Context: an optimization exercise on an open-source flow, tuned for a short achievable clock period and few clock cycles per item. The choices shown serve that exercise and are no tape-out recipe. Only simulation tests tie the RTL to the original design; equivalence was not proved.

run A:
==> flow/design.v (excerpt) <==
module exe(clk,rst,o_p,instr,retire,imem_addr,imem_data,dmem_addr,dmem_wdata,dmem_we,dmem_re,dmem_rdata);
input clk;
input rst;
output [31:0] instr;
output retire;
output reg [31:0] o_p;
output [31:0] imem_addr;
input [31:0] imem_data;
output [31:0] dmem_addr;
output [31:0] dmem_wdata;
output dmem_we;
output dmem_re;
input [31:0] dmem_rdata;
reg [31:0] rf [1:31];
reg [29:0] pc_f;
assign imem_addr = {pc_f, 2'b00};
wire [31:0] fi = imem_data;
wire [4:0]  f_rs = fi[25:21];
wire [4:0]  f_rt = fi[20:16];
wire        d_b_imm, d_wr, d_ld, d_st, d_beq, d_bne, d_ble, d_bgt, d_jmp;
wire [31:0] d_imm;
wire [4:0]  d_dst;
wire        d_add, d_sub, d_slt, d_sltu, d_and, d_or, d_xor, d_nor, d_sll, d_srl, d_sra, d_shr;
decode dec(.instr(fi), .b_imm(d_b_imm), .imm(d_imm), .wr(d_wr), .dst(d_dst),
           .ld(d_ld), .st(d_st), .beq(d_beq), .bne(d_bne), .ble(d_ble), .bgt(d_bgt), .jmp(d_jmp),
           .op_add(d_add), .op_sub(d_sub), .op_slt(d_slt), .op_sltu(d_sltu),
           .op_and(d_and), .op_or(d_or), .op_xor(d_xor), .op_nor(d_nor),
           .op_sll(d_sll), .op_srl(d_srl), .op_sra(d_sra), .sh_reg(d_shr));
reg         ld_m, st_m, opw_m, rfw_m, v_m;
reg  [4:0]  dst_m;
reg  [31:0] res_m, addr_m, ir_m;
wire [31:0] m_res = ld_m ? dmem_rdata : res_m;
reg         v_x, rfw_x, opw_x, ld_x, st_x, beq_x, bne_x, ble_x, bgt_x, jmp_x;
reg  [4:0]  dst_x;
reg  [31:0] ir_x, a_x, b_x, t_x;
reg         fa, fb, ft;
reg         add_x, sub_x, slt_x, sltu_x, and_x, or_x, xor_x, nor_x, sll_x, srl_x, sra_x, shr_x;
wire [31:0] rf_a = (f_rs == 5'd0) ? 32'h0 : rf[f_rs];
wire [31:0] rf_t = (f_rt == 5'd0) ? 32'h0 : rf[f_rt];
wire        fwd_ma = rfw_m & (dst_m == f_rs);
wire        fwd_mt = rfw_m & (dst_m == f_rt);
wire [31:0] f_a = fwd_ma ? m_res : rf_a;
wire [31:0] f_t = fwd_mt ? m_res : rf_t;
wire        f_rfw = d_wr & (d_dst != 5'd0);
always @(posedge clk) begin
  ir_x <= fi;
  a_x  <= f_a;
  t_x  <= f_t;
  b_x  <= d_b_imm ? d_imm : f_t;
  dst_x <= d_dst;
  fa <= rfw_x & (dst_x == f_rs);
  ft <= rfw_x & (dst_x == f_rt);
  fb <= rfw_x & (dst_x == f_rt) & ~d_b_imm;
  add_x <= d_add; sub_x <= d_sub; slt_x <= d_slt; sltu_x <= d_sltu;
  and_x <= d_and; or_x <= d_or; xor_x <= d_xor; nor_x <= d_nor;
  ...
export LEC_CHECK = 0
export ABC_CLOCK_PERIOD_IN_PS = 2500
export CAP_MARGIN = 20
export CORE_MARGIN = 2
export CORE_UTILIZATION = 40
export SETUP_SLACK_MARGIN = 5
export SLEW_MARGIN = 20
create_clock -name core_clock -period 8.5 [get_ports {clk}]
run.sh (not shown) runs the stock make flow with config.mk's settings and CLKGATE_MAP_FILE= SYNTH_SCRIPT=/design/flow/synth_recipe.tcl, a recipe that flattens the netlist after the stock synthesis.
Testbench counts of run A, summed over its fixed seeds: cycles 33,927, instrs 33,735.
## Diff of input files: run B against run A
- SETUP_SLACK_MARGIN changed from 5 to 2.0
- ABC_CLOCK_PERIOD_IN_PS removed (was 2500)
Results
Having completed the whole flow, run B delivered a layout that passed the timing, DRC and antenna checks.
Starting DRC count in detailed routing of run B falls short of that of run A by a little under 10%.
The minimum clock period after layout of run B is lower than that of run A.
Cmp run A and run B / count of clock-buffer cells in the layout / higher: run A
Run B ends up with lower final cycle utilization of the critical path than run A does.
For run C, these inputs were changed with respect to run B:
- changing SETUP_SLACK_MARGIN from 2.0 to 5
--- outcome ---
- Relative to run B, global placer's final weighted congestion has decreased by 1.9% in run C.
- Post-route standard cell area excluding fillers (run B / run C): 0.935
- Summary of run C over run B: global-route met1 utilization went up by 2.2 points, hold slack was more or less identical, fraction of layout instances using a drive strength above 1 went up by 9.1 points, post-synthesis to final-layout area growth went up by 8.2 points, flip-flop and latch count was more or less identical.
- Between run B and run C, the clock-buffer cell count is lower for run B.

## re-timing with driven ports
In the flow no input, the clock included, has a driving cell. The finished layouts below were timed again as built, in two steps. Step 1 sets driving cells, clkbuf_16 on the clock port and buf_2 on the other inputs (assumed; they add their load-dependent delay and slew). Step 2, shift: input delay + t, output delay - t, t = (earliest + latest rising clock arrival at the registers) / 2. This alone moves slack from input paths to output paths. Slacks: ideal / step 1 / step 2; pairs: ideal / step 1.
run	t, ns	setup WS [ns]	worst data-port slew with drivers (ns)
run A	0.891	2.096 / 2.155 / 1.264	0.32
run B	0.903	2.114 / 2.181 / 1.277	0.09
run C	0.891	2.096 / 2.155 / 1.264	0.32
After both steps every run listed still meets setup and hold. For run B, which loses most, drivers alone change the setup slack by +0.067 ns; drivers and shift together by -0.837 ns.
